Background: an optimization exercise with open tools, aiming at small area, a short achievable clock period and few clock cycles per item. Do not read the settings as production practice. Only simulation tests tie the RTL to the original design; equivalence was not proved.

`flow/constraint.sdc`:
```
create_clock -name core_clock -period 11.0 [get_ports {clk}]
set_input_delay 2.2000 -clock core_clock [delete_from_list [all_inputs] [get_ports {clk}]]
set_output_delay 2.2000 -clock core_clock [all_outputs]
set_load 0.01 [all_outputs]
```
`flow/design.v`:
```
module mul_csa (
  input  wire [15:0] x,
  input  wire [8:0]  one,
  input  wire [8:0]  two,
  input  wire [7:0]  neg,
  output wire [22:0] a,
  output wire [22:0] b,
  output wire        cl
);
  wire pp0_0 = ((one[0] & x[0])) ^ neg[0];
  wire pp0_1 = ((one[0] & x[1]) | (two[0] & x[0])) ^ neg[0];
  wire pp0_2 = ((one[0] & x[2]) | (two[0] & x[1])) ^ neg[0];
  wire pp0_3 = ((one[0] & x[3]) | (two[0] & x[2])) ^ neg[0];
  wire pp0_4 = ((one[0] & x[4]) | (two[0] & x[3])) ^ neg[0];
  wire pp0_5 = ((one[0] & x[5]) | (two[0] & x[4])) ^ neg[0];
  wire pp0_6 = ((one[0] & x[6]) | (two[0] & x[5])) ^ neg[0];
  wire pp0_7 = ((one[0] & x[7]) | (two[0] & x[6])) ^ neg[0];
  wire pp0_8 = ((one[0] & x[8]) | (two[0] & x[7])) ^ neg[0];
  wire pp0_9 = ((one[0] & x[9]) | (two[0] & x[8])) ^ neg[0];
  wire pp0_10 = ((one[0] & x[10]) | (two[0] & x[9])) ^ neg[0];
  wire pp0_11 = ((one[0] & x[11]) | (two[0] & x[10])) ^ neg[0];
  wire pp0_12 = ((one[0] & x[12]) | (two[0] & x[11])) ^ neg[0];
  wire pp0_13 = ((one[0] & x[13]) | (two[0] & x[12])) ^ neg[0];
  wire pp0_14 = ((one[0] & x[14]) | (two[0] & x[13])) ^ neg[0];
  wire pp0_15 = ((one[0] & x[15]) | (two[0] & x[14])) ^ neg[0];
  wire pp0_16 = ((two[0] & x[15])) ^ neg[0];
  wire ns0 = ~neg[0];
  wire pp1_0 = ((one[1] & x[0])) ^ neg[1];
  wire pp1_1 = ((one[1] & x[1]) | (two[1] & x[0])) ^ neg[1];
  wire pp1_2 = ((one[1] & x[2]) | (two[1] & x[1])) ^ neg[1];
  wire pp1_3 = ((one[1] & x[3]) | (two[1] & x[2])) ^ neg[1];
  wire pp1_4 = ((one[1] & x[4]) | (two[1] & x[3])) ^ neg[1];
  wire pp1_5 = ((one[1] & x[5]) | (two[1] & x[4])) ^ neg[1];
  wire pp1_6 = ((one[1] & x[6]) | (two[1] & x[5])) ^ neg[1];
  wire pp1_7 = ((one[1] & x[7]) | (two[1] & x[6])) ^ neg[1];
  wire pp1_8 = ((one[1] & x[8]) | (two[1] & x[7])) ^ neg[1];
  wire pp1_9 = ((one[1] & x[9]) | (two[1] & x[8])) ^ neg[1];
  wire pp1_10 = ((one[1] & x[10]) | (two[1] & x[9])) ^ neg[1];
  wire pp1_11 = ((one[1] & x[11]) | (two[1] & x[10])) ^ neg[1];
  wire pp1_12 = ((one[1] & x[12]) | (two[1] & x[11])) ^ neg[1];
  wire pp1_13 = ((one[1] & x[13]) | (two[1] & x[12])) ^ neg[1];
  wire pp1_14 = ((one[1] & x[14]) | (two[1] & x[13])) ^ neg[1];
  wire pp1_15 = ((one[1] & x[15]) | (two[1] & x[14])) ^ neg[1];
  wire pp1_16 = ((two[1] & x[15])) ^ neg[1];
  wire ns1 = ~neg[1];
  wire pp2_0 = ((one[2] & x[0])) ^ neg[2];
  wire pp2_1 = ((one[2] & x[1]) | (two[2] & x[0])) ^ neg[2];
  wire pp2_2 = ((one[2] & x[2]) | (two[2] & x[1])) ^ neg[2];
  wire pp2_3 = ((one[2] & x[3]) | (two[2] & x[2])) ^ neg[2];
  wire pp2_4 = ((one[2] & x[4]) | (two[2] & x[3])) ^ neg[2];
  wire pp2_5 = ((one[2] & x[5]) | (two[2] & x[4])) ^ neg[2];
  wire pp2_6 = ((one[2] & x[6]) | (two[2] & x[5])) ^ neg[2];
  wire pp2_7 = ((one[2] & x[7]) | (two[2] & x[6])) ^ neg[2];
  wire pp2_8 = ((one[2] & x[8]) | (two[2] & x[7])) ^ neg[2];
  wire pp2_9 = ((one[2] & x[9]) | (two[2] & x[8])) ^ neg[2];
  wire pp2_10 = ((one[2] & x[10]) | (two[2] & x[9])) ^ neg[2];
  wire pp2_11 = ((one[2] & x[11]) | (two[2] & x[10])) ^ neg[2];
  wire pp2_12 = ((one[2] & x[12]) | (two[2] & x[11])) ^ neg[2];
  wire pp2_13 = ((one[2] & x[13]) | (two[2] & x[12])) ^ neg[2];
  wire pp2_14 = ((one[2] & x[14]) | (two[2] & x[13])) ^ neg[2];
  wire pp2_15 = ((one[2] & x[15]) | (two[2] & x[14])) ^ neg[2];
  wire pp2_16 = ((two[2] & x[15])) ^ neg[2];
  wire ns2 = ~neg[2];
  wire pp3_0 = ((one[3] & x[0])) ^ neg[3];
  wire pp3_1 = ((one[3] & x[1]) | (two[3] & x[0])) ^ neg[3];
  wire pp3_2 = ((one[3] & x[2]) | (two[3] & x[1])) ^ neg[3];
  wire pp3_3 = ((one[3] & x[3]) | (two[3] & x[2])) ^ neg[3];
  wire pp3_4 = ((one[3] & x[4]) | (two[3] & x[3])) ^ neg[3];
  wire pp3_5 = ((one[3] & x[5]) | (two[3] & x[4])) ^ neg[3];
  wire pp3_6 = ((one[3] & x[6]) | (two[3] & x[5])) ^ neg[3];
  wire pp3_7 = ((one[3] & x[7]) | (two[3] & x[6])) ^ neg[3];
  wire pp3_8 = ((one[3] & x[8]) | (two[3] & x[7])) ^ neg[3];
  wire pp3_9 = ((one[3] & x[9]) | (two[3] & x[8])) ^ neg[3];
  wire pp3_10 = ((one[3] & x[10]) | (two[3] & x[9])) ^ neg[3];
  wire pp3_11 = ((one[3] & x[11]) | (two[3] & x[10])) ^ neg[3];
  wire pp3_12 = ((one[3] & x[12]) | (two[3] & x[11])) ^ neg[3];
  wire pp3_13 = ((one[3] & x[13]) | (two[3] & x[12])) ^ neg[3];
  wire pp3_14 = ((one[3] & x[14]) | (two[3] & x[13])) ^ neg[3];
  wire pp3_15 = ((one[3] & x[15]) | (two[3] & x[14])) ^ neg[3];
  wire pp3_16 = ((two[3] & x[15])) ^ neg[3];
  wire ns3 = ~neg[3];
  wire pp4_0 = ((one[4] & x[0])) ^ neg[4];
  wire pp4_1 = ((one[4] & x[1]) | (two[4] & x[0])) ^ neg[4];
  wire pp4_2 = ((one[4] & x[2]) | (two[4] & x[1])) ^ neg[4];
  wire pp4_3 = ((one[4] & x[3]) | (two[4] & x[2])) ^ neg[4];
  wire pp4_4 = ((one[4] & x[4]) | (two[4] & x[3])) ^ neg[4];
  wire pp4_5 = ((one[4] & x[5]) | (two[4] & x[4])) ^ neg[4];
  wire pp4_6 = ((one[4] & x[6]) | (two[4] & x[5])) ^ neg[4];
  wire pp4_7 = ((one[4] & x[7]) | (two[4] & x[6])) ^ neg[4];
  wire pp4_8 = ((one[4] & x[8]) | (two[4] & x[7])) ^ neg[4];
  wire pp4_9 = ((one[4] & x[9]) | (two[4] & x[8])) ^ neg[4];
  wire pp4_10 = ((one[4] & x[10]) | (two[4] & x[9])) ^ neg[4];
  wire pp4_11 = ((one[4] & x[11]) | (two[4] & x[10])) ^ neg[4];
  wire pp4_12 = ((one[4] & x[12]) | (two[4] & x[11])) ^ neg[4];
  wire pp4_13 = ((one[4] & x[13]) | (two[4] & x[12])) ^ neg[4];
  wire pp4_14 = ((one[4] & x[14]) | (two[4] & x[13])) ^ neg[4];
  wire pp4_15 = ((one[4] & x[15]) | (two[4] & x[14])) ^ neg[4];
  wire pp4_16 = ((two[4] & x[15])) ^ neg[4];
  wire ns4 = ~neg[4];
  wire pp5_0 = ((one[5] & x[0])) ^ neg[5];
  wire pp5_1 = ((one[5] & x[1]) | (two[5] & x[0])) ^ neg[5];
  wire pp5_2 = ((one[5] & x[2]) | (two[5] & x[1])) ^ neg[5];
  wire pp5_3 = ((one[5] & x[3]) | (two[5] & x[2])) ^ neg[5];
  wire pp5_4 = ((one[5] & x[4]) | (two[5] & x[3])) ^ neg[5];
  wire pp5_5 = ((one[5] & x[5]) | (two[5] & x[4])) ^ neg[5];
  wire pp5_6 = ((one[5] & x[6]) | (two[5] & x[5])) ^ neg[5];
  wire pp5_7 = ((one[5] & x[7]) | (two[5] & x[6])) ^ neg[5];
  wire pp5_8 = ((one[5] & x[8]) | (two[5] & x[7])) ^ neg[5];
  wire pp5_9 = ((one[5] & x[9]) | (two[5] & x[8])) ^ neg[5];
  wire pp5_10 = ((one[5] & x[10]) | (two[5] & x[9])) ^ neg[5];
  wire pp5_11 = ((one[5] & x[11]) | (two[5] & x[10])) ^ neg[5];
  wire pp5_12 = ((one[5] & x[12]) | (two[5] & x[11])) ^ neg[5];
  wire pp5_13 = ((one[5] & x[13]) | (two[5] & x[12])) ^ neg[5];
  wire pp5_14 = ((one[5] & x[14]) | (two[5] & x[13])) ^ neg[5];
  wire pp5_15 = ((one[5] & x[15]) | (two[5] & x[14])) ^ neg[5];
  wire pp5_16 = ((two[5] & x[15])) ^ neg[5];
  wire ns5 = ~neg[5];
  wire pp6_0 = ((one[6] & x[0])) ^ neg[6];
  wire pp6_1 = ((one[6] & x[1]) | (two[6] & x[0])) ^ neg[6];
  wire pp6_2 = ((one[6] & x[2]) | (two[6] & x[1])) ^ neg[6];
  wire pp6_3 = ((one[6] & x[3]) | (two[6] & x[2])) ^ neg[6];
  wire pp6_4 = ((one[6] & x[4]) | (two[6] & x[3])) ^ neg[6];
  wire pp6_5 = ((one[6] & x[5]) | (two[6] & x[4])) ^ neg[6];
  wire pp6_6 = ((one[6] & x[6]) | (two[6] & x[5])) ^ neg[6];
  wire pp6_7 = ((one[6] & x[7]) | (two[6] & x[6])) ^ neg[6];
  wire pp6_8 = ((one[6] & x[8]) | (two[6] & x[7])) ^ neg[6];
  wire pp6_9 = ((one[6] & x[9]) | (two[6] & x[8])) ^ neg[6];
  wire pp6_10 = ((one[6] & x[10]) | (two[6] & x[9])) ^ neg[6];
  wire pp6_11 = ((one[6] & x[11]) | (two[6] & x[10])) ^ neg[6];
  wire pp6_12 = ((one[6] & x[12]) | (two[6] & x[11])) ^ neg[6];
  wire pp6_13 = ((one[6] & x[13]) | (two[6] & x[12])) ^ neg[6];
  wire pp6_14 = ((one[6] & x[14]) | (two[6] & x[13])) ^ neg[6];
  wire pp6_15 = ((one[6] & x[15]) | (two[6] & x[14])) ^ neg[6];
  wire pp6_16 = ((two[6] & x[15])) ^ neg[6];
  wire ns6 = ~neg[6];
  wire pp7_0 = ((one[7] & x[0])) ^ neg[7];
  wire pp7_1 = ((one[7] & x[1]) | (two[7] & x[0])) ^ neg[7];
  wire pp7_2 = ((one[7] & x[2]) | (two[7] & x[1])) ^ neg[7];
  wire pp7_3 = ((one[7] & x[3]) | (two[7] & x[2])) ^ neg[7];
  wire pp7_4 = ((one[7] & x[4]) | (two[7] & x[3])) ^ neg[7];
  wire pp7_5 = ((one[7] & x[5]) | (two[7] & x[4])) ^ neg[7];
  wire pp7_6 = ((one[7] & x[6]) | (two[7] & x[5])) ^ neg[7];
  wire pp7_7 = ((one[7] & x[7]) | (two[7] & x[6])) ^ neg[7];
  wire pp7_8 = ((one[7] & x[8]) | (two[7] & x[7])) ^ neg[7];
  wire pp7_9 = ((one[7] & x[9]) | (two[7] & x[8])) ^ neg[7];
  wire pp7_10 = ((one[7] & x[10]) | (two[7] & x[9])) ^ neg[7];
  wire pp7_11 = ((one[7] & x[11]) | (two[7] & x[10])) ^ neg[7];
  wire pp7_12 = ((one[7] & x[12]) | (two[7] & x[11])) ^ neg[7];
  wire pp7_13 = ((one[7] & x[13]) | (two[7] & x[12])) ^ neg[7];
  wire pp7_14 = ((one[7] & x[14]) | (two[7] & x[13])) ^ neg[7];
  wire pp7_15 = ((one[7] & x[15]) | (two[7] & x[14])) ^ neg[7];
  wire pp7_16 = ((two[7] & x[15])) ^ neg[7];
  wire ns7 = ~neg[7];
  wire pp8_0 = one[8] & x[0];
  wire pp8_1 = one[8] & x[1];
  wire pp8_2 = one[8] & x[2];
  wire pp8_3 = one[8] & x[3];
  wire pp8_4 = one[8] & x[4];
  wire pp8_5 = one[8] & x[5];
  wire pp8_6 = one[8] & x[6];
  wire pp8_7 = one[8] & x[7];
  wire pp8_8 = one[8] & x[8];
  wire pp8_9 = one[8] & x[9];
  wire pp8_10 = one[8] & x[10];
  wire pp8_11 = one[8] & x[11];
  wire pp8_12 = one[8] & x[12];
  wire pp8_13 = one[8] & x[13];
  wire pp8_14 = one[8] & x[14];
  wire pp8_15 = one[8] & x[15];
  wire s1 = neg[5] ^ pp0_10;
  wire c2 = neg[5] & pp0_10;
  wire s3 = pp0_11 ^ pp1_9;
  wire c4 = pp0_11 & pp1_9;
  wire s5 = neg[6] ^ pp0_12 ^ pp1_10;
  wire c6 = (neg[6] & pp0_12) | (pp1_10 & (neg[6] ^ pp0_12));
  wire s7 = pp2_8 ^ pp3_6;
  wire c8 = pp2_8 & pp3_6;
  wire s9 = pp0_13 ^ pp1_11 ^ pp2_9;
  wire c10 = (pp0_13 & pp1_11) | (pp2_9 & (pp0_13 ^ pp1_11));
  wire s11 = pp3_7 ^ pp4_5;
  wire c12 = pp3_7 & pp4_5;
  wire s13 = neg[7] ^ pp0_14 ^ pp1_12;
  wire c14 = (neg[7] & pp0_14) | (pp1_12 & (neg[7] ^ pp0_14));
  wire s15 = pp2_10 ^ pp3_8 ^ pp4_6;
  wire c16 = (pp2_10 & pp3_8) | (pp4_6 & (pp2_10 ^ pp3_8));
  wire s17 = pp5_4 ^ pp6_2;
  wire c18 = pp5_4 & pp6_2;
  wire s19 = pp0_15 ^ pp1_13 ^ pp2_11;
  wire c20 = (pp0_15 & pp1_13) | (pp2_11 & (pp0_15 ^ pp1_13));
  wire s21 = pp3_9 ^ pp4_7 ^ pp5_5;
  wire c22 = (pp3_9 & pp4_7) | (pp5_5 & (pp3_9 ^ pp4_7));
  wire s23 = pp6_3 ^ pp7_1;
  wire c24 = pp6_3 & pp7_1;
  wire s25 = pp0_16 ^ pp1_14 ^ pp2_12;
  wire c26 = (pp0_16 & pp1_14) | (pp2_12 & (pp0_16 ^ pp1_14));
  wire s27 = pp3_10 ^ pp4_8 ^ pp5_6;
  wire c28 = (pp3_10 & pp4_8) | (pp5_6 & (pp3_10 ^ pp4_8));
  wire s29 = pp6_4 ^ pp7_2 ^ pp8_0;
  wire c30 = (pp6_4 & pp7_2) | (pp8_0 & (pp6_4 ^ pp7_2));
  wire s31 = neg[0] ^ pp1_15 ^ pp2_13;
  wire c32 = (neg[0] & pp1_15) | (pp2_13 & (neg[0] ^ pp1_15));
  wire s33 = pp3_11 ^ pp4_9 ^ pp5_7;
  wire c34 = (pp3_11 & pp4_9) | (pp5_7 & (pp3_11 ^ pp4_9));
  wire s35 = pp6_5 ^ pp7_3 ^ pp8_1;
  wire c36 = (pp6_5 & pp7_3) | (pp8_1 & (pp6_5 ^ pp7_3));
  wire s37 = neg[0] ^ pp1_16 ^ pp2_14;
  wire c38 = (neg[0] & pp1_16) | (pp2_14 & (neg[0] ^ pp1_16));
  wire s39 = pp3_12 ^ pp4_10 ^ pp5_8;
  wire c40 = (pp3_12 & pp4_10) | (pp5_8 & (pp3_12 ^ pp4_10));
  wire s41 = pp6_6 ^ pp7_4 ^ pp8_2;
  wire c42 = (pp6_6 & pp7_4) | (pp8_2 & (pp6_6 ^ pp7_4));
  wire s43 = ns0 ^ ns1 ^ pp2_15;
  wire c44 = (ns0 & ns1) | (pp2_15 & (ns0 ^ ns1));
  wire s45 = pp3_13 ^ pp4_11 ^ pp5_9;
  wire c46 = (pp3_13 & pp4_11) | (pp5_9 & (pp3_13 ^ pp4_11));
  wire s47 = pp6_7 ^ pp7_5 ^ pp8_3;
  wire c48 = (pp6_7 & pp7_5) | (pp8_3 & (pp6_7 ^ pp7_5));
  wire s49 = 1'b1 ^ pp2_16 ^ pp3_14;
  wire c50 = (1'b1 & pp2_16) | (pp3_14 & (1'b1 ^ pp2_16));
  wire s51 = pp4_12 ^ pp5_10 ^ pp6_8;
  wire c52 = (pp4_12 & pp5_10) | (pp6_8 & (pp4_12 ^ pp5_10));
  wire s53 = pp7_6 ^ pp8_4;
  wire c54 = pp7_6 & pp8_4;
  wire s55 = ns2 ^ pp3_15 ^ pp4_13;
  wire c56 = (ns2 & pp3_15) | (pp4_13 & (ns2 ^ pp3_15));
  wire s57 = pp5_11 ^ pp6_9 ^ pp7_7;
  wire c58 = (pp5_11 & pp6_9) | (pp7_7 & (pp5_11 ^ pp6_9));
  wire s59 = 1'b1 ^ pp3_16 ^ pp4_14;
  wire c60 = (1'b1 & pp3_16) | (pp4_14 & (1'b1 ^ pp3_16));
  wire s61 = pp5_12 ^ pp6_10;
  wire c62 = pp5_12 & pp6_10;
  wire s63 = ns3 ^ pp4_15 ^ pp5_13;
  wire c64 = (ns3 & pp4_15) | (pp5_13 & (ns3 ^ pp4_15));
  wire s65 = 1'b1 ^ pp4_16;
  wire c66 = 1'b1 & pp4_16;
  wire s67 = neg[3] ^ pp0_6;
  wire c68 = neg[3] & pp0_6;
  wire s69 = pp0_7 ^ pp1_5;
  wire c70 = pp0_7 & pp1_5;
  wire s71 = neg[4] ^ pp0_8 ^ pp1_6;
  wire c72 = (neg[4] & pp0_8) | (pp1_6 & (neg[4] ^ pp0_8));
  wire s73 = pp2_4 ^ pp3_2;
  wire c74 = pp2_4 & pp3_2;
  wire s75 = pp0_9 ^ pp1_7 ^ pp2_5;
  wire c76 = (pp0_9 & pp1_7) | (pp2_5 & (pp0_9 ^ pp1_7));
  wire s77 = pp3_3 ^ pp4_1;
  wire c78 = pp3_3 & pp4_1;
  wire s79 = pp1_8 ^ pp2_6 ^ pp3_4;
  wire c80 = (pp1_8 & pp2_6) | (pp3_4 & (pp1_8 ^ pp2_6));
  wire s81 = pp4_2 ^ pp5_0 ^ s1;
  wire c82 = (pp4_2 & pp5_0) | (s1 & (pp4_2 ^ pp5_0));
  wire s83 = pp2_7 ^ pp3_5 ^ pp4_3;
  wire c84 = (pp2_7 & pp3_5) | (pp4_3 & (pp2_7 ^ pp3_5));
  wire s85 = pp5_1 ^ c2 ^ s3;
  wire c86 = (pp5_1 & c2) | (s3 & (pp5_1 ^ c2));
  wire s87 = pp4_4 ^ pp5_2 ^ pp6_0;
  wire c88 = (pp4_4 & pp5_2) | (pp6_0 & (pp4_4 ^ pp5_2));
  wire s89 = c4 ^ s5 ^ s7;
  wire c90 = (c4 & s5) | (s7 & (c4 ^ s5));
  wire s91 = pp5_3 ^ pp6_1 ^ c6;
  wire c92 = (pp5_3 & pp6_1) | (c6 & (pp5_3 ^ pp6_1));
  wire s93 = c8 ^ s9 ^ s11;
  wire c94 = (c8 & s9) | (s11 & (c8 ^ s9));
  wire s95 = pp7_0 ^ c10 ^ c12;
  wire c96 = (pp7_0 & c10) | (c12 & (pp7_0 ^ c10));
  wire s97 = s13 ^ s15 ^ s17;
  wire c98 = (s13 & s15) | (s17 & (s13 ^ s15));
  wire s99 = c14 ^ c16 ^ c18;
  wire c100 = (c14 & c16) | (c18 & (c14 ^ c16));
  wire s101 = s19 ^ s21 ^ s23;
  wire c102 = (s19 & s21) | (s23 & (s19 ^ s21));
  wire s103 = c20 ^ c22 ^ c24;
  wire c104 = (c20 & c22) | (c24 & (c20 ^ c22));
  wire s105 = s25 ^ s27 ^ s29;
  wire c106 = (s25 & s27) | (s29 & (s25 ^ s27));
  wire s107 = c26 ^ c28 ^ c30;
  wire c108 = (c26 & c28) | (c30 & (c26 ^ c28));
  wire s109 = s31 ^ s33 ^ s35;
  wire c110 = (s31 & s33) | (s35 & (s31 ^ s33));
  wire s111 = c32 ^ c34 ^ c36;
  wire c112 = (c32 & c34) | (c36 & (c32 ^ c34));
  wire s113 = s37 ^ s39 ^ s41;
  wire c114 = (s37 & s39) | (s41 & (s37 ^ s39));
  wire s115 = c38 ^ c40 ^ c42;
  wire c116 = (c38 & c40) | (c42 & (c38 ^ c40));
  wire s117 = s43 ^ s45 ^ s47;
  wire c118 = (s43 & s45) | (s47 & (s43 ^ s45));
  wire s119 = c44 ^ c46 ^ c48;
  wire c120 = (c44 & c46) | (c48 & (c44 ^ c46));
  wire s121 = s49 ^ s51 ^ s53;
  wire c122 = (s49 & s51) | (s53 & (s49 ^ s51));
  wire s123 = pp8_5 ^ c50 ^ c52;
  wire c124 = (pp8_5 & c50) | (c52 & (pp8_5 ^ c50));
  wire s125 = c54 ^ s55 ^ s57;
  wire c126 = (c54 & s55) | (s57 & (c54 ^ s55));
  wire s127 = pp7_8 ^ pp8_6 ^ c56;
  wire c128 = (pp7_8 & pp8_6) | (c56 & (pp7_8 ^ pp8_6));
  wire s129 = c58 ^ s59 ^ s61;
  wire c130 = (c58 & s59) | (s61 & (c58 ^ s59));
  wire s131 = pp6_11 ^ pp7_9 ^ pp8_7;
  wire c132 = (pp6_11 & pp7_9) | (pp8_7 & (pp6_11 ^ pp7_9));
  wire s133 = c60 ^ c62 ^ s63;
  wire c134 = (c60 & c62) | (s63 & (c60 ^ c62));
  wire s135 = pp5_14 ^ pp6_12 ^ pp7_10;
  wire c136 = (pp5_14 & pp6_12) | (pp7_10 & (pp5_14 ^ pp6_12));
  wire s137 = pp8_8 ^ c64 ^ s65;
  wire c138 = (pp8_8 & c64) | (s65 & (pp8_8 ^ c64));
  wire s139 = ns4 ^ pp5_15 ^ pp6_13;
  wire c140 = (ns4 & pp5_15) | (pp6_13 & (ns4 ^ pp5_15));
  wire s141 = pp7_11 ^ pp8_9 ^ c66;
  wire c142 = (pp7_11 & pp8_9) | (c66 & (pp7_11 ^ pp8_9));
  wire s143 = 1'b1 ^ pp5_16 ^ pp6_14;
  wire c144 = (1'b1 & pp5_16) | (pp6_14 & (1'b1 ^ pp5_16));
  wire s145 = pp7_12 ^ pp8_10;
  wire c146 = pp7_12 & pp8_10;
  wire s147 = ns5 ^ pp6_15 ^ pp7_13;
  wire c148 = (ns5 & pp6_15) | (pp7_13 & (ns5 ^ pp6_15));
  wire s149 = 1'b1 ^ pp6_16;
  wire c150 = 1'b1 & pp6_16;
  wire s151 = neg[2] ^ pp0_4;
  wire c152 = neg[2] & pp0_4;
  wire s153 = pp0_5 ^ pp1_3;
  wire c154 = pp0_5 & pp1_3;
  wire s155 = pp1_4 ^ pp2_2 ^ pp3_0;
  wire c156 = (pp1_4 & pp2_2) | (pp3_0 & (pp1_4 ^ pp2_2));
  wire s157 = pp2_3 ^ pp3_1 ^ c68;
  wire c158 = (pp2_3 & pp3_1) | (c68 & (pp2_3 ^ pp3_1));
  wire s159 = pp4_0 ^ c70 ^ s71;
  wire c160 = (pp4_0 & c70) | (s71 & (pp4_0 ^ c70));
  wire s161 = c72 ^ c74 ^ s75;
  wire c162 = (c72 & c74) | (s75 & (c72 ^ c74));
  wire s163 = c76 ^ c78 ^ s79;
  wire c164 = (c76 & c78) | (s79 & (c76 ^ c78));
  wire s165 = c80 ^ s83 ^ c82;
  wire c166 = (c80 & s83) | (c82 & (c80 ^ s83));
  wire s167 = c84 ^ s87 ^ c86;
  wire c168 = (c84 & s87) | (c86 & (c84 ^ s87));
  wire s169 = c88 ^ c90 ^ s91;
  wire c170 = (c88 & c90) | (s91 & (c88 ^ c90));
  wire s171 = c92 ^ c94 ^ s95;
  wire c172 = (c92 & c94) | (s95 & (c92 ^ c94));
  wire s173 = c96 ^ c98 ^ s99;
  wire c174 = (c96 & c98) | (s99 & (c96 ^ c98));
  wire s175 = c100 ^ c102 ^ s103;
  wire c176 = (c100 & c102) | (s103 & (c100 ^ c102));
  wire s177 = c104 ^ c106 ^ s107;
  wire c178 = (c104 & c106) | (s107 & (c104 ^ c106));
  wire s179 = c108 ^ c110 ^ s111;
  wire c180 = (c108 & c110) | (s111 & (c108 ^ c110));
  wire s181 = c112 ^ c114 ^ s115;
  wire c182 = (c112 & c114) | (s115 & (c112 ^ c114));
  wire s183 = c116 ^ c118 ^ s119;
  wire c184 = (c116 & c118) | (s119 & (c116 ^ c118));
  wire s185 = c120 ^ c122 ^ s123;
  wire c186 = (c120 & c122) | (s123 & (c120 ^ c122));
  wire s187 = c124 ^ c126 ^ s127;
  wire c188 = (c124 & c126) | (s127 & (c124 ^ c126));
  wire s189 = s131 ^ c128 ^ c130;
  wire c190 = (s131 & c128) | (c130 & (s131 ^ c128));
  wire s191 = c132 ^ s135 ^ c134;
  wire c192 = (c132 & s135) | (c134 & (c132 ^ s135));
  wire s193 = c136 ^ s139 ^ c138;
  wire c194 = (c136 & s139) | (c138 & (c136 ^ s139));
  wire s195 = c140 ^ s143 ^ s145;
  wire c196 = (c140 & s143) | (s145 & (c140 ^ s143));
  wire s197 = pp8_11 ^ c144 ^ c146;
  wire c198 = (pp8_11 & c144) | (c146 & (pp8_11 ^ c144));
  wire s199 = pp7_14 ^ pp8_12 ^ c148;
  wire c200 = (pp7_14 & pp8_12) | (c148 & (pp7_14 ^ pp8_12));
  wire s201 = ns6 ^ pp7_15 ^ pp8_13;
  wire c202 = (ns6 & pp7_15) | (pp8_13 & (ns6 ^ pp7_15));
  wire s203 = 1'b1 ^ pp7_16;
  wire c204 = 1'b1 & pp7_16;
  wire s205 = neg[1] ^ pp0_2;
  wire c206 = neg[1] & pp0_2;
  wire s207 = pp0_3 ^ pp1_1;
  wire c208 = pp0_3 & pp1_1;
  wire s209 = pp1_2 ^ pp2_0 ^ s151;
  wire c210 = (pp1_2 & pp2_0) | (s151 & (pp1_2 ^ pp2_0));
  wire s211 = pp2_1 ^ c152 ^ s153;
  wire c212 = (pp2_1 & c152) | (s153 & (pp2_1 ^ c152));
  wire s213 = s67 ^ c154 ^ s155;
  wire c214 = (s67 & c154) | (s155 & (s67 ^ c154));
  wire s215 = s69 ^ c156 ^ s157;
  wire c216 = (s69 & c156) | (s157 & (s69 ^ c156));
  wire s217 = s73 ^ c158 ^ s159;
  wire c218 = (s73 & c158) | (s159 & (s73 ^ c158));
  wire s219 = s77 ^ c160 ^ s161;
  wire c220 = (s77 & c160) | (s161 & (s77 ^ c160));
  wire s221 = s81 ^ c162 ^ s163;
  wire c222 = (s81 & c162) | (s163 & (s81 ^ c162));
  wire s223 = s85 ^ c164 ^ s165;
  wire c224 = (s85 & c164) | (s165 & (s85 ^ c164));
  wire s225 = s89 ^ c166 ^ s167;
  wire c226 = (s89 & c166) | (s167 & (s89 ^ c166));
  wire s227 = s93 ^ c168 ^ s169;
  wire c228 = (s93 & c168) | (s169 & (s93 ^ c168));
  wire s229 = s97 ^ c170 ^ s171;
  wire c230 = (s97 & c170) | (s171 & (s97 ^ c170));
  wire s231 = s101 ^ c172 ^ s173;
  wire c232 = (s101 & c172) | (s173 & (s101 ^ c172));
  wire s233 = s105 ^ c174 ^ s175;
  wire c234 = (s105 & c174) | (s175 & (s105 ^ c174));
  wire s235 = s109 ^ c176 ^ s177;
  wire c236 = (s109 & c176) | (s177 & (s109 ^ c176));
  wire s237 = s113 ^ c178 ^ s179;
  wire c238 = (s113 & c178) | (s179 & (s113 ^ c178));
  wire s239 = s117 ^ c180 ^ s181;
  wire c240 = (s117 & c180) | (s181 & (s117 ^ c180));
  wire s241 = s121 ^ c182 ^ s183;
  wire c242 = (s121 & c182) | (s183 & (s121 ^ c182));
  wire s243 = s125 ^ c184 ^ s185;
  wire c244 = (s125 & c184) | (s185 & (s125 ^ c184));
  wire s245 = s129 ^ c186 ^ s187;
  wire c246 = (s129 & c186) | (s187 & (s129 ^ c186));
  wire s247 = s133 ^ c188 ^ s189;
  wire c248 = (s133 & c188) | (s189 & (s133 ^ c188));
  wire s249 = s137 ^ c190 ^ s191;
  wire c250 = (s137 & c190) | (s191 & (s137 ^ c190));
  wire s251 = s141 ^ c192 ^ s193;
  wire c252 = (s141 & c192) | (s193 & (s141 ^ c192));
  wire s253 = c142 ^ s195 ^ c194;
  wire c254 = (c142 & s195) | (c194 & (c142 ^ s195));
  wire s255 = s147 ^ c196 ^ s197;
  wire c256 = (s147 & c196) | (s197 & (s147 ^ c196));
  wire s257 = s149 ^ c198 ^ s199;
  wire c258 = (s149 & c198) | (s199 & (s149 ^ c198));
  wire s259 = c150 ^ s201 ^ c200;
  wire c260 = (c150 & s201) | (c200 & (c150 ^ s201));
  wire s261 = pp8_14 ^ c202 ^ s203;
  wire c262 = (pp8_14 & c202) | (s203 & (pp8_14 ^ c202));
  wire [7:0] la = {c214, c212, c210, c208, c206, pp1_0, pp0_1, neg[0]};
  wire [7:0] lb = {s215, s213, s211, s209, s207, s205, 1'b0, pp0_0};
  wire [8:0] ls = {1'b0, la} + {1'b0, lb};
  assign cl = ls[8];
  assign a[0] = c216;
  assign b[0] = s217;
  assign a[1] = c218;
  assign b[1] = s219;
  assign a[2] = c220;
  assign b[2] = s221;
  assign a[3] = c222;
  assign b[3] = s223;
  assign a[4] = c224;
  assign b[4] = s225;
  assign a[5] = c226;
  assign b[5] = s227;
  assign a[6] = c228;
  assign b[6] = s229;
  assign a[7] = c230;
  assign b[7] = s231;
  assign a[8] = c232;
  assign b[8] = s233;
  assign a[9] = c234;
  assign b[9] = s235;
  assign a[10] = c236;
  assign b[10] = s237;
  assign a[11] = c238;
  assign b[11] = s239;
  assign a[12] = c240;
  assign b[12] = s241;
  assign a[13] = c242;
  assign b[13] = s243;
  assign a[14] = c244;
  assign b[14] = s245;
  assign a[15] = c246;
  assign b[15] = s247;
  assign a[16] = c248;
  assign b[16] = s249;
  assign a[17] = c250;
  assign b[17] = s251;
  assign a[18] = c252;
  assign b[18] = s253;
  assign a[19] = c254;
  assign b[19] = s255;
  assign a[20] = c256;
  assign b[20] = s257;
  assign a[21] = c258;
  assign b[21] = s259;
  assign a[22] = c260;
  assign b[22] = s261;
endmodule
module booth_enc (
    input  wire [15:0] c,
    output wire [8:0]  one,
    output wire [8:0]  two,
    output wire [7:0]  neg
);
    wire [18:0] ce = {2'b00, c, 1'b0};
    genvar j;
    generate
        for (j = 0; j < 9; j = j + 1) begin : g
            wire b2 = ce[2*j+2];
            wire b1 = ce[2*j+1];
            wire b0 = ce[2*j];
            assign one[j] = b1 ^ b0;
            assign two[j] = (b2 & ~b1 & ~b0) | (~b2 & b1 & b0);
            if (j < 8) begin : gn
                assign neg[j] = b2;
            end
        end
    endgenerate
endmodule
module prefix16 (
    input  wire [15:0] g,
    input  wire [15:0] p,
    output wire        G,
    output wire        P
);
    wire [7:0] ga, pa;
    wire [3:0] gb, pb;
    wire [1:0] gc, pc;
    genvar i;
    generate
        for (i = 0; i < 8; i = i + 1) begin : l1
            assign ga[i] = g[2*i+1] | (p[2*i+1] & g[2*i]);
            assign pa[i] = p[2*i+1] & p[2*i];
        end
        for (i = 0; i < 4; i = i + 1) begin : l2
            assign gb[i] = ga[2*i+1] | (pa[2*i+1] & ga[2*i]);
            assign pb[i] = pa[2*i+1] & pa[2*i];
        end
        for (i = 0; i < 2; i = i + 1) begin : l3
            assign gc[i] = gb[2*i+1] | (pb[2*i+1] & gb[2*i]);
            assign pc[i] = pb[2*i+1] & pb[2*i];
        end
    endgenerate
    assign G = gc[1] | (pc[1] & gc[0]);
    assign P = pc[1] & pc[0];
endmodule
module ahb_lite_fir_filter (
    input  wire        clk,
    input  wire        n_rst,
    input  wire        hsel,
    input  wire [3:0]  haddr,
    input  wire        hsize,
    input  wire [1:0]  htrans,
    input  wire        hwrite,
    input  wire [15:0] hwdata,
    output reg  [15:0] hrdata,
    output reg         hresp
);
    wire xfer = hsel & (htrans != 2'b00);
    always @(*) begin
        hresp = 1'b0;
        if (xfer) begin
            if (hwrite) hresp = (haddr[3:2] == 2'b00) | (haddr == 4'd15);
            else        hresp = (haddr == 4'd15);
        end
    end
    wire wr_ok    = xfer & hwrite & (haddr[3:2] != 2'b00) & (haddr != 4'd15);
    wire s_wr_nx  = wr_ok & (haddr[3:1] == 3'd2);
    reg        wv;           
    reg        hw_lo;        
    reg        hw_hi;
    reg [3:0]  wa;
    reg        ws;
    reg [3:0]  ra;           
    reg        rs;
    always @(posedge clk, negedge n_rst) begin
        if (!n_rst) begin
            wv <= 1'b0; hw_lo <= 1'b0; hw_hi <= 1'b0;
        end else begin
            wv    <= wr_ok;
            hw_lo <= s_wr_nx & (hsize | ~haddr[0]);
            hw_hi <= s_wr_nx & (hsize | haddr[0]);
        end
    end
    always @(posedge clk) begin
        wa <= haddr;
        ws <= hsize;
        ra <= haddr;
        rs <= hsize;
    end
    wire w_lo  = ws | ~wa[0];
    wire w_hi  = ws | wa[0];
    wire s_wr  = hw_lo | hw_hi;                        
    wire ld    = wv & (wa == 4'd14) & hwdata[0];       
    wire [3:0] f_wr;
    assign f_wr[0] = wv & (wa[3:1] == 3'd3);
    assign f_wr[1] = wv & (wa[3:1] == 3'd4);
    assign f_wr[2] = wv & (wa[3:1] == 3'd5);
    assign f_wr[3] = wv & (wa[3:1] == 3'd6);
    reg [15:0] F0, F1, F2, F3;       
    reg [15:0] C0, C1, C2, C3;       
    reg [15:0] S, H1, H2;            
    reg [15:0] result;               
    reg        rneg;                 
    reg        err;
    reg [1:0] zf0, zf1, zf2, zf3;    
    reg [1:0] zc0, zc1, zc2, zc3;    
    reg       zs, zh1, zh2, zr;      
    always @(posedge clk, negedge n_rst) begin
        if (!n_rst) begin
            zf0 <= 2'b11; zf1 <= 2'b11; zf2 <= 2'b11; zf3 <= 2'b11;
            zc0 <= 2'b11; zc1 <= 2'b11; zc2 <= 2'b11; zc3 <= 2'b11;
        end else begin
            if (f_wr[0] & w_lo) zf0[0] <= 1'b0;
            if (f_wr[0] & w_hi) zf0[1] <= 1'b0;
            if (f_wr[1] & w_lo) zf1[0] <= 1'b0;
            if (f_wr[1] & w_hi) zf1[1] <= 1'b0;
            if (f_wr[2] & w_lo) zf2[0] <= 1'b0;
            if (f_wr[2] & w_hi) zf2[1] <= 1'b0;
            if (f_wr[3] & w_lo) zf3[0] <= 1'b0;
            if (f_wr[3] & w_hi) zf3[1] <= 1'b0;
            if (ld) begin
                zc0 <= zf0; zc1 <= zf1; zc2 <= zf2; zc3 <= zf3;
            end
        end
    end
    always @(posedge clk) begin
        begin
            if (f_wr[0] & w_lo) F0[7:0]  <= hwdata[7:0];
            if (f_wr[0] & w_hi) F0[15:8] <= hwdata[15:8];
            if (f_wr[1] & w_lo) F1[7:0]  <= hwdata[7:0];
            if (f_wr[1] & w_hi) F1[15:8] <= hwdata[15:8];
            if (f_wr[2] & w_lo) F2[7:0]  <= hwdata[7:0];
            if (f_wr[2] & w_hi) F2[15:8] <= hwdata[15:8];
            if (f_wr[3] & w_lo) F3[7:0]  <= hwdata[7:0];
            if (f_wr[3] & w_hi) F3[15:8] <= hwdata[15:8];
        end
    end
    always @(posedge clk) begin
        if (ld) begin
            C0 <= F0; C1 <= F1; C2 <= F2; C3 <= F3;
        end
    end
    wire [15:0] F0v = {zf0[1] ? 8'd0 : F0[15:8], zf0[0] ? 8'd0 : F0[7:0]};
    wire [15:0] F1v = {zf1[1] ? 8'd0 : F1[15:8], zf1[0] ? 8'd0 : F1[7:0]};
    wire [15:0] F2v = {zf2[1] ? 8'd0 : F2[15:8], zf2[0] ? 8'd0 : F2[7:0]};
    wire [15:0] F3v = {zf3[1] ? 8'd0 : F3[15:8], zf3[0] ? 8'd0 : F3[7:0]};
    wire [15:0] C3v = {zc3[1] ? 8'd0 : C3[15:8], zc3[0] ? 8'd0 : C3[7:0]};
    localparam J_IDLE = 3'd0, J_L3 = 3'd1, J_L2 = 3'd2, J_W2 = 3'd3, J_T1 = 3'd4;
    localparam T_NONE = 3'd0, T_P0 = 3'd5, T_L3 = 3'd1, T_L2 = 3'd2, T_W2 = 3'd3, T_T1 = 3'd4;
    reg        pend;         
    reg        acc_ok;       
    reg [2:0]  jq;           
    reg        shifted;      
    reg        msh;          
    reg [1:0]  mbk;          
    reg [2:0]  tag;          
    reg [2:0]  mop;          
    reg        sx_s, sx_h1, sx_h2;           
    reg        sc0, sc1, sc2, sc3;           
    reg [17:0] ACC;          
    wire complete_now = pend & acc_ok & (tag == T_P0);
    wire step = (mop != T_P0);
    wire gs  = sx_s  & ~zs;
    wire gh1 = sx_h1 & ~zh1;
    wire gh2 = sx_h2 & ~zh2;
    wire [15:0] xo = ({16{gs}} & S) | ({16{gh1}} & H1) | ({16{gh2}} & H2);
    wire [7:0] ca_lo = ({8{sc0 & ~zc0[0]}} & C0[7:0]) | ({8{sc1 & ~zc1[0]}} & C1[7:0])
                     | ({8{sc2 & ~zc2[0]}} & C2[7:0]) | ({8{sc3 & ~zc3[0]}} & C3[7:0]);
    wire [7:0] ca_hi = ({8{sc0 & ~zc0[1]}} & C0[15:8]) | ({8{sc1 & ~zc1[1]}} & C1[15:8])
                     | ({8{sc2 & ~zc2[1]}} & C2[15:8]) | ({8{sc3 & ~zc3[1]}} & C3[15:8]);
    wire [15:0] ca = {ca_hi, ca_lo};
    wire [15:0] xa = {hw_hi ? hwdata[15:8] : xo[15:8], hw_lo ? hwdata[7:0] : xo[7:0]};
    wire [8:0] a_one, a_two;
    wire [7:0] a_neg;
    booth_enc ENCA (.c(ca), .one(a_one), .two(a_two), .neg(a_neg));
    wire [22:0] ma_a, ma_b;
    wire        ma_c;
    mul_csa MA (.x(xa), .one(a_one), .two(a_two), .neg(a_neg), .a(ma_a), .b(ma_b), .cl(ma_c));
    reg [22:0] pa, pb;
    reg        pcl;
    always @(posedge clk) begin
        pa  <= ma_a;
        pb  <= ma_b;
        pcl <= ma_c;
    end
    wire [24:0] U2  = {1'b0, pa, 1'b1} + {1'b0, pb, pcl};
    wire [23:0] U   = U2[24:1];
    wire [15:0] T   = U[22:7];
    wire [7:0]  lo2 = {1'b0, pa[6:0]} + {1'b0, pb[6:0]} + {7'd0, pcl};
    wire        cin = lo2[7];
    wire [15:0] ph  = pa[22:7];
    wire [15:0] qh  = pb[22:7];
    wire [15:0] nk  = ~ACC[15:0];
    wire [15:0] sv  = ph ^ qh ^ nk;
    wire [15:0] cm  = (ph & qh) | (ph & nk) | (qh & nk);
    wire [15:0] g1 = ph & qh;
    wire [15:0] p1 = ph | qh;
    wire [15:0] g2 = sv & {cm[14:0], 1'b0};
    wire [15:0] p2 = sv | {cm[14:0], 1'b0};
    wire gw, pw, gr, pr;
    prefix16 PW (.g(g1), .p(p1), .G(gw), .P(pw));
    prefix16 PR (.g(g2), .p(p2), .G(gr), .P(pr));
    wire w    = gw | (pw & cin);
    wire c16  = gr | (pr & cin);
    wire ovf3 = ~ACC[17] & ACC[16];
    wire err4 = ACC[17] & (w ? (cm[15] & c16) : (cm[15] | c16));
    wire err_n = ovf3 | err4;
    wire        a_sub = (tag == T_P0) | (tag == T_L2) | (tag == T_W2);
    wire [17:0] a_op  = (tag == T_W2) ? {2'b00, M3} : (tag == T_L3) ? 18'd0 : ACC;
    wire [18:0] a_s2  = {a_op, 1'b1} + {{2'b00, T} ^ {18{a_sub}}, a_sub};
    wire [17:0] a_sum = a_s2[18:1];
    wire        mb_act = (mbk != 2'd3);
    wire [15:0] xm = ({16{~msh & ~zh1}} & H1) | ({16{msh & ~zh2}} & H2);
    reg  [2:0]  mneg, mone, mtwo;    
    wire [16:0] mg0 = ({17{mone[0]}} & {1'b0, xm}) | ({17{mtwo[0]}} & {xm, 1'b0});
    wire [16:0] mg1 = ({17{mone[1]}} & {1'b0, xm}) | ({17{mtwo[1]}} & {xm, 1'b0});
    wire [16:0] mg2 = ({17{mone[2]}} & {1'b0, xm}) | ({17{mtwo[2]}} & {xm, 1'b0});
    reg         mbp;                 
    reg  [21:0] mbacc;
    wire [15:0] M3 = mbacc[15:0];
    wire [26:0] r0 = {{8{mneg[0]}}, mg0 ^ {17{mneg[0]}}, 1'b0, (mbk != 2'd0) & mbp};
    wire [26:0] r1 = {{6{mneg[1]}}, mg1 ^ {17{mneg[1]}}, 1'b0, mneg[0], 2'b00};
    wire [26:0] r2 = {{4{mneg[2]}}, mg2 ^ {17{mneg[2]}}, 1'b0, mneg[1], 4'b0000};
    wire [26:0] r3 = (mbk == 2'd0) ? 27'd0 : {{6{mbacc[21]}}, mbacc[21:1]};
    wire [26:0] k1s = r0 ^ r1 ^ r2;
    wire [26:0] k1c = {((r0 & r1) | (r0 & r2) | (r1 & r2)), 1'b0};
    wire [26:0] k2s = k1s ^ k1c ^ r3;
    wire [26:0] k2c = {((k1s & k1c) | (k1s & r3) | (k1c & r3)), 1'b0};
    wire [26:0] mbsum = k2s + k2c;
    always @(posedge clk) begin
        if (mb_act) begin
            mbacc <= mbsum[26:5];
            mbp   <= mneg[2];
        end
        if (tag == T_L3 || tag == T_L2 || tag == T_W2 || tag == T_T1) ACC <= a_sum;
    end
    reg [2:0] jq_n;
    always @(*) begin
        if (ld)        jq_n = J_L3;
        else if (step) jq_n = (mop == T_L3) ? J_L2 : (mop == T_T1) ? J_IDLE : J_T1;
        else           jq_n = complete_now ? J_W2 : jq;
    end
    wire [2:0] tag_n    = ld ? T_NONE : mop;
    wire       pend_n   = s_wr | (pend & ~complete_now);
    wire       acc_ok_n = ~ld & ~complete_now & (acc_ok | (tag == T_T1));
    wire       shift_n  = ~ld & ~complete_now & (shifted | s_wr);
    wire [1:0] mbk_n    = (ld | complete_now) ? 2'd0 : (mbk == 2'd3) ? 2'd3 : mbk + 2'd1;
    wire       cpl_nx = pend_n & acc_ok_n & (tag_n == T_P0);
    wire [2:0] jq_nx  = cpl_nx ? J_W2 : jq_n;
    wire       sh_nx  = shift_n & ~cpl_nx;
    reg  [2:0] mop_n;
    always @(*) begin
        if (s_wr_nx) mop_n = T_P0;
        else case (jq_nx)
            J_L3:    mop_n = T_L3;
            J_L2:    mop_n = T_L2;
            J_W2:    mop_n = T_W2;
            J_T1:    mop_n = T_T1;
            default: mop_n = T_P0;
        endcase
    end
    wire [15:0] c3_n = ld ? F3v : C3v;
    wire [18:0] c3e  = {2'b00, c3_n, 1'b0};
    reg  [6:0]  cw;
    always @(*) begin
        case (mbk_n)
            2'd0:    cw = c3e[6:0];
            2'd1:    cw = c3e[12:6];
            default: cw = c3e[18:12];
        endcase
    end
    reg [2:0] mneg_n, mone_n, mtwo_n;
    integer q;
    always @(*) begin
        for (q = 0; q < 3; q = q + 1) begin
            mone_n[q] = cw[2*q+1] ^ cw[2*q];
            mtwo_n[q] = (cw[2*q+2] & ~cw[2*q+1] & ~cw[2*q]) | (~cw[2*q+2] & cw[2*q+1] & cw[2*q]);
            mneg_n[q] = cw[2*q+2];
        end
    end
    always @(posedge clk, negedge n_rst) begin
        if (!n_rst) begin
            mone <= 3'd0; mtwo <= 3'd0; mneg <= 3'd0;
        end else begin
            mone <= mone_n; mtwo <= mtwo_n; mneg <= mneg_n;
        end
    end
    always @(posedge clk, negedge n_rst) begin
        if (!n_rst) begin
            zs <= 1'b1; zh1 <= 1'b1; zh2 <= 1'b1; zr <= 1'b1;
            err <= 1'b0;
            pend <= 1'b0; acc_ok <= 1'b0;
            jq <= J_L3; shifted <= 1'b0; msh <= 1'b0; mbk <= 2'd0; tag <= T_NONE;
            mop <= T_L3;
            sx_s <= 1'b0; sx_h1 <= 1'b0; sx_h2 <= 1'b1;
            sc0 <= 1'b0; sc1 <= 1'b0; sc2 <= 1'b0; sc3 <= 1'b1;
        end else begin
            if (s_wr) begin
                zs  <= 1'b0;
                zh1 <= zs;
                zh2 <= zh1;
            end
            if (complete_now) begin
                err <= err_n;
                zr  <= 1'b0;
            end
            if (ld) err <= 1'b0;
            pend    <= pend_n;
            acc_ok  <= acc_ok_n;
            jq      <= jq_n;
            shifted <= shift_n;
            msh     <= ~ld & ~complete_now & (msh | s_wr);
            mbk     <= mbk_n;
            tag     <= tag_n;
            mop     <= mop_n;
            sx_s    <= (mop_n == T_P0) | ((mop_n == T_T1) & ~sh_nx);
            sx_h1   <= ((mop_n == T_T1) & sh_nx) | (((mop_n == T_L2) | (mop_n == T_W2)) & ~sh_nx);
            sx_h2   <= (mop_n == T_L3) | (((mop_n == T_L2) | (mop_n == T_W2)) & sh_nx);
            sc0     <= (mop_n == T_P0);
            sc1     <= (mop_n == T_T1);
            sc2     <= (mop_n == T_L2) | (mop_n == T_W2);
            sc3     <= (mop_n == T_L3);
        end
    end
    always @(posedge clk) begin
        if (s_wr) begin
            S  <= xa;
            H1 <= S;
            H2 <= H1;
        end
        if (complete_now) begin
            result <= a_sum[15:0];
            rneg   <= a_sum[17];
        end
    end
    wire busy_o = pend & ~complete_now;
    wire err_o  = complete_now ? err_n : err;
    wire [15:0] rmag = rneg ? (~result + 16'd1) : result;
    reg [15:0] rv;
    always @(*) begin
        case (ra[3:1])
            3'd0:    rv = {7'd0, err_o, 7'd0, busy_o};
            3'd1:    rv = zr ? 16'd0 : rmag;
            3'd2:    rv = zs ? 16'd0 : S;
            3'd3:    rv = F0v;
            3'd4:    rv = F1v;
            3'd5:    rv = F2v;
            3'd6:    rv = F3v;
            default: rv = 16'd0;
        endcase
        hrdata[15:8] = (rs | ra[0])  ? rv[15:8] : 8'd0;
        hrdata[7:0]  = (rs | ~ra[0]) ? rv[7:0]  : 8'd0;
    end
endmodule
```
`flow/config.mk`:
```
export PLATFORM = sky130hd
export DESIGN_NAME = ahb_lite_fir_filter
export DESIGN_NICKNAME = ahb_lite_fir_filter
export VERILOG_FILES = /design/flow/design.v
export SDC_FILE = /design/flow/constraint.sdc
export NUM_CORES = 4
export LEC_CHECK = 0
export ABC_AREA = 1
export CAP_MARGIN = 20
export CORE_MARGIN = 2
export CORE_UTILIZATION = 40
export CTS_CLUSTER_DIAMETER = 120
export CTS_CLUSTER_SIZE = 22
export PLACE_DENSITY = 0.7
export SETUP_SLACK_MARGIN = 5
export SLEW_MARGIN = 20
```
`flow/flow/run.sh`:
```
#!/bin/bash
bash standard.sh SETUP_SLACK_MARGIN=5.85 "BUFFER_PORTS_ARGS=-buffer_cell sky130_fd_sc_hd__buf_2" finish > standard.log 2>&1
```
`flow/standard.sh`:
```
#!/bin/bash
# synth_recipe.tcl (not shown) runs the flow's synth.tcl, then flattens the netlist and writes it again
# the make line also repeats each setting of config.mk as NAME=value (left out here)
make -C /OpenROAD-flow-scripts/flow DESIGN_CONFIG=/design/flow/config.mk WORK_HOME=/design/flow/orfs CLKGATE_MAP_FILE= SYNTH_SCRIPT=/design/flow/synth_recipe.tcl "${@:-finish}"
```
==> results of run 1 <==
[placed cells by master (no fill, tap or decap), types with 9 or more instances in the layout]
cell type	netlist	routed
inv_2	12	17
xor2_1	215	215
a31oi_1	22	22
dfstp_2	24	24
dfrtp_1	31	31
o22ai_1	187	186
clkbuf_1	31	11
o21ai_2	6	11
nor2_1	177	172
nand4_1	15	15
dfxtp_1	52	49
edfxtp_1	234	234
nor3_1	32	30
xnor2_1	33	33
a32oi_1	9	9
clkbuf_16	0	20
o21ai_0	101	91
ha_1	110	110
fa_1	162	161
o22ai_2	29	26
inv_1	498	489
o21a_1	10	9
buf_4	10	34
a21oi_1	101	98
nand2_1	373	362
nand3_1	111	108
buf_2	33	43
nand2_2	14	24
[Yosys cell counts, drive strengths merged, types with 2 or more instances]
master,count,share of area
a211oi,5,0.0015
a21o,6,0.0018
a21oi,104,0.021
a221oi,5,0.0017
a22oi,3,0.00089
a311oi,2,0.00070
a31oi,22,0.0055
a32o,2,0.00079
a32oi,9,0.0031
a41oi,3,0.0010
and2,3,0.00074
buf,49,0.012
clkbuf,31,0.0046
clkinv,8,0.0012
dfrtp,31,0.031
dfstp,24,0.025
dfxtp,52,0.041
edfxtp,234,0.28
fa,162,0.13
ha,110,0.055
inv,513,0.077
nand2,389,0.060
nand3,111,0.022
nand3b,4,0.0012
nand4,16,0.0046
nor2,181,0.027
nor3,36,0.0084
nor3b,2,0.00060
nor4,2,0.00050
o2111ai,4,0.0014
o211ai,3,0.00089
o21a,10,0.0030
o21ai,112,0.023
o21bai,4,0.0012
o221ai,3,0.0010
o22ai,216,0.061
o31ai,6,0.0018
or2,7,0.0017
xnor2,33,0.011
xor2,215,0.075
[critical path, delay by kind of cell (launching register included)]
family / cells / cell delay, ps
flip-flops: 1 / 360
AO/OA/AOI/OAI: 3 / 530
AND/OR/NAND/NOR: 3 / 650
buffers and inverters: 5 / 740
[state kept, by name, summed over array words and instances (netlist names), 3 cells and up]
| register | count |
|---|---|
| ACC | 18 |
| C0 | 16 |
| C1 | 16 |
| C2 | 16 |
| C3 | 16 |
| F0 | 16 |
| F1 | 16 |
| F2 | 16 |
| F3 | 16 |
| H1 | 16 |
| H2 | 16 |
| S | 16 |
| jq | 3 |
| mbacc | 22 |
| mneg | 3 |
| mone | 3 |
| mop | 3 |
| mtwo | 3 |
| pa | 23 |
| pb | 23 |
| ra | 4 |
| result | 16 |
| tag | 3 |
[layer usage]
layer | share of wire | routed length, um | GRT usage
met5 | 0 | 0 | 0
met3 | 0.088 | 6090 | 0.0351
met2 | 0.46 | 31500 | 0.341
met4 | 0.030 | 2040 | 0.0581
met1 | 0.43 | 29300 | 0.298
[kinds of logic after synthesis]
kind of cell    Yosys count  synth area share
flops                   341             0.376
fa+ha+maj               272             0.183
simple gates            752             0.127
xor+xnor                248            0.0862
compound gates          522             0.133
buf+inv                 601            0.0942
[per-stage QoR]
stage | util | std cells | hold WS (ps)
floorplan | - | 2736 | 426
finish | 0.434 | 3616 | 437
global placement | 0.419 | 3570 | 427
detailed placement | 0.419 | 3570 | 432
global route | 0.434 | 3616 | 444
CTS | 0.430 | 3606 | 445
[worst min path at each step]
stage	slack [ps]	start	cells past startpoint	end
finish	440	F0[4]	0	C0[4]
floorplan	430	S[11]	0	H1[11]
global placement	430	H1[1]	0	H2[1]
CTS	440	F0[4]	0	C0[4]
detailed placement	430	H1[15]	0	H2[15]
global route	440	F0[4]	0	C0[4]
[repair_timing]
| action | in CTS | in global routing |
|---|---|---|
| setup buffers | 0 | 10 |
| hold buffers | 0 | 0 |
| resized for setup | 16 | 52 |
| endpoints found under the setup margin | 43 | 45 |
| gates cloned | 0 | 0 |
| pin swaps | 3 | 20 |
[area by class of cell]
| type | count | area (um^2) | share of cell area |
|---|---|---|---|
| multi-input cells | 1794 | 13600 | 0.499 |
| flip-flops and latches | 341 | 9480 | 0.349 |
| inverters | 521 | 1980 | 0.0730 |
| well taps | 846 | 1060 | 0.0390 |
| clock buffers | 31 | 542 | 0.0199 |
| repair buffers | 78 | 490 | 0.0180 |
| clock inverters | 5 | 71.3 | 0.00262 |
==> qor.txt, run 1 <==
clk sinks: 341
via count: 19.5k
nets: 3055
core box area: 62600 um^2
EDFF count, synth: 234
RSZ-0062 raised after global routing: false
Final Wtd Congestion: 0.934
critical path class: flip-flop to output port
final period utilization: 0.460
critical path endpoint category: output port
RR Endpoint: pb[13]
area grow syn2layout: 7.86%
Cell variety after synth: 61
first-pass GRT wire length: 107 mm
clock latency on the worst-skew pair: 600 ps
worst slew pin tran: 1100 ps
Worst Path Required: 8800 ps
reg2reg path depth: 16
yosys warns: 1
initial antenna violation count: 0
IO Pins: 44
Hold WC Path Type: flip-flop to flip-flop
Post-DRT Antenna Nets: 0
ys flop type: edfxtp_1
drt drc: 0
final number of max-transition violations: 0
clock skew: 74.7 ps
routed wire length: 69.0 mm
Synth Net Count: 3035
crit-path cells: inv_1 -> nor2_1 -> inv_1 -> nor2_2 -> clkinvlp_4 -> buf_4 -> o21ai_0 -> a221oi_1 -> o221a_2 -> nor2_1 -> buf_2
Final HPWL DP: 52.8 mm
Die X: 255 um
Critical Path Source Type: flip-flop
cell area after synthesis: 25200 um^2
grt ovf: 0
FP Rows: 92
Overall Global Routing Usage: 0.212
min Tclk post-route: 5060 ps
largest net degree at the start of global routing: 78
Port Buffer Count: 43
proportion of layout cells with a drive suffix above 1: 0.0935
initial DRC count: 1980
TritonCTS Buffers: 20
syn_area_per_cell: 9.21 um^2
number of iterations in the first detailed-routing pass: 6
Async SR Flop Fraction: 0.161
clk buf depth: 3
register-to-register setup slack: 6010 ps
Max-Cap Viols: 0
DP Worst Slack: 5310 ps
Seq cells post-synth: 341
Worst-path clk slew: 100 ps
Mapped Cells: 2736
Final setup viols: 0
CTS tree: done
max_slew headroom: 0.267
Critical R2R Launch: zc2[1]
Critical Path End: hrdata[6]
die footprint: 65000 um^2
Final Hold Viols: 0
Vias per Instance: 5.38
Root Buffer: clkbuf_16
Ant. Diodes: 0
Die Y: 255 um
slowest stage delay, CP: 440 ps
Seq/Total Area, Yosys: 0.376
Filler Cells Inserted: 6087
CP Data Arrival Time: 2860 ps
Max Freq: 0.197 GHz
H-tree depth: 1
Initial Utilization: 0.402
vias in the first global route: 19.1k
final instance area: 27200 um^2
placed inst area: 26300 um^2
Sum Neg Setup Slack: 0 ps
slowest CP cell: nor2_2
status: no timing/DRC/antenna violations
CP max FO: 7
Critical Path Start: ra[2]
Avg WL per Cell: 19.1 um
final worst slack: 5940 ps
Testbench counts, summed over its fixed seeds: cycles 4,880, samples 1,600.
==> inputs of run 2 (changes only) <==
==> flow/flow/run.sh (replaced) <==
#!/bin/bash
bash standard.sh SETUP_SLACK_MARGIN=6.0 "BUFFER_PORTS_ARGS=-buffer_cell sky130_fd_sc_hd__buf_4" finish > standard.log 2>&1
==> qor.txt, run 2 <==
Seq/Total Area, Yosys: 0.376 (unchanged)
initial DRC count: 2150 (+8.6%)
ys flop type: edfxtp_1
first-pass GRT wire length: 108 mm (+0.95%)
Initial Utilization: 0.402 (unchanged)
count leader, synth: inv_1
drt drc: 0 (unchanged)
Hold WC Path Type: flip-flop to flip-flop
H-tree depth: 1 (unchanged)
RSZ-0062 raised after global routing: true
Port Buffer Count: 43 (unchanged)
cts hold-fix bufs: 0 (unchanged)
Worst-path clk slew: 110 ps (about the same)
Critical Path Source Type: flip-flop
largest area contributor in the netlist: edfxtp_1
clk sinks: 341 (unchanged)
grt ovf: 0 (unchanged)
final core occ: 0.442 (+0.00783)
final period utilization: 0.459 (-0.000827)
TritonCTS Buffers: 21 (+5.0%)
Final setup viols: 0 (unchanged)
Synth Net Count: 3035 (unchanged)
syn_area_per_cell: 9.21 um^2 (unchanged)
die footprint: 65000 um^2 (unchanged)
critical path endpoint category: output port
nets: 3080 (+0.82%)
IO Pins: 44 (unchanged)
Critical Path Start: ACC[15]
CP Data Arrival Time: 2850 ps (about the same)
Worst Path Required: 8800 ps (about the same)
Area contributors post-synth: edfxtp_1 (28%), fa_1 (13%), xor2_1 (7.5%)
most common cell after layout, fill and taps aside: inv_1
reg2reg path depth: 21 (+5)
critical path class: flip-flop to output port
Final Hold Viols: 0 (unchanged)
area share of the largest cell type after synthesis: 0.279 (unchanged)
Seq cells post-synth: 341 (unchanged)
clock skew: 37.7 ps (-37.0 ps)
status: no timing/DRC/antenna violations
FP Rows: 92 (unchanged)
Avg WL per Cell: 19.2 um (+0.43%)
Layout Cells excl Fill: 3642 (+0.72%)
area grow syn2layout: 9.81%
Mapped Cells: 2736 (unchanged)
Max-Cap Viols: 0 (unchanged)
routed wire length: 69.8 mm (+1.1%)
Vias per Instance: 5.44 (+0.98%)
Root Buffer: clkbuf_16
register-to-register setup slack: 6130 ps (+120 ps)
Max Freq: 0.198 GHz (+0.18%)
RR Endpoint: mbacc[19]
proportion of layout cells with a drive suffix above 1: 0.107 (+0.0134)
via count: 19.8k (+1.7%)
max_slew headroom: 0.247 (-0.0204)
Final Wtd Congestion: 0.915 (-1.9%)
Overall Global Routing Usage: 0.213 (+0.000810)
vias in the first global route: 19.2k (+0.36%)
Post-DRT Antenna Nets: 0 (unchanged)
largest registers: pa: 23 flops, pb: 23 flops, mbacc: 22 flops
worst slew pin tran: 1130 ps (+30.6 ps)
top cells by count, synth: inv_1 (498), nand2_1 (373), edfxtp_1 (234)
Placed Cells incl. Taps: 3565 (-0.14%)
EDFF count, synth: 234 (unchanged)
Die Y: 255 um (unchanged)
cell area after synthesis: 25200 um^2 (unchanged)
Sum Neg Setup Slack: 0 ps (unchanged)
min Tclk post-route: 5050 ps (-9.10 ps)
Final HPWL DP: 52.6 mm (-0.28%)
largest net degree at the start of global routing: 56 (-28%)
core box area: 62600 um^2 (unchanged)
most frequent cells in the layout: inv_1 (483), nand2_1 (359), edfxtp_1 (234)
yosys warns: 1 (unchanged)
initial antenna violation count: 1 (+1)
CP max FO: 2 (-5)
Critical Path End: hrdata[8]
Critical R2R Launch: zh2
number of iterations in the first detailed-routing pass: 5 (-1)
Ant. Diodes: 0 (unchanged)
clk buf depth: 3 (unchanged)
Die X: 255 um (unchanged)
CTS tree: done
Cell variety after synth: 61 (unchanged)
final number of max-transition violations: 0 (unchanged)
Async SR Flop Fraction: 0.161 (unchanged)
clock latency on the worst-skew pair: 580 ps (-20 ps)
[run 2: cell types whose count changed in the layout (fill, tap and decap cells not counted), moves of 5 or more]
cell | previous run | this run
buf_2 | 43 | 0
buf_4 | 34 | 98
inv_1 | 489 | 483
o21ai_2 | 11 | 6
nor2_1 | 172 | 167
[run 2: per-layer routing]
metal	up-vias	GRT usage	share of wire	wire length [um]
met1	9550	0.299	0.42	29600
met5	-	0	0	0
met4	0	0.0658	0.032	2210
met2	979	0.343	0.46	31800
li1	9142	-	-	-
met3	133	0.0298	0.088	6110
[run 2: cell families after synthesis]
family / count (synthesis) / synth area share
AOI/OAI and AO/OA: 522 / 0.133
xor gates and xnor gates: 248 / 0.0862
adders and majority gates: 272 / 0.183
buffers and inverters: 601 / 0.0942
DFF: 341 / 0.376
and+or+nand+nor: 752 / 0.127
[run 2: what timing repair did]
item	CTS	global route
gates cloned	0	0
pin swaps	24	21
buffers inserted	11	28
gates resized for setup	53	44
endpoints found under the hold margin	0	0
setup endpoints to repair	46	50
[run 2: metrics by stage]
stage                     setup slack, ps  area [um^2]  hold WS (ps)
final                                5950        27700           452
after global placement               5320        26400           429
after floorplan                      6010        25300           426
after CTS                            5930        27300           453
after global routing                 5830        27700           464
after detailed placement             5280        26400           432
[run 2: how the worst min path moves through the flow]
stage,start,to,slack (ps),depth (start not counted)
after CTS,H1[9],H2[9],450,0
after global placement,F1[12],C1[12],430,0
after detailed placement,H1[9],H2[9],430,0
after global routing,F2[8],C2[8],460,0
after floorplan,S[11],H1[11],430,0
final,F2[15],C2[15],450,0
[run 2: cell type report]
class                      count  area [um^2]
inverter                     521         2000
clock buffer                  33          571
fill                        6005        35000
clock inverter                 5         67.6
tap                          846         1060
timing repair buffer         102          816
multi-input combinational   1794        13700
sequential                   341         9480
[run 2: worst max-delay path, stage by stage (launching register included)]
cell and delay, ps:
edfxtp_1 450, fa_1 540, nand2_1 80, o21a_1 130
nand2_2 110, a21oi_1 60, nor2_2 200, nand3_2 100
nand2_2 90, nand2_2 60, nand2_2 70, nand2_2 60
nand2_2 60, a21oi_2 60, buf_4 200

==> separate check: timing with driven ports <==
The results above use ideal ports. As a check the final layouts listed here were re-extracted and re-timed, cells and wires unchanged.
Step 1 sets driving cells, clkbuf_16 on the clock port and buf_2 on the other inputs (assumed; they add their load-dependent delay and slew).
Step 2 also shifts input and output timing later by t, the mid clock arrival at the registers, as if the neighbouring blocks saw the same clock.
Slacks: no drivers / after step 1 / after step 2; pairs: no drivers / after step 1.
run | t (ns) | slack for setup (ns) | worst setup path at the end | worst slew at a driven data input, ns
run 1 | 0.631 | 5.937 / 5.873 / 5.448 | input to register | 0.05
run 2 | 0.619 | 5.946 / 5.883 / 5.481 | input to register | 0.05
After both steps setup and hold are still met in every run listed. The setup slack of run 1, which loses most, moves by -0.064 ns with the drivers and by -0.489 ns with both steps.
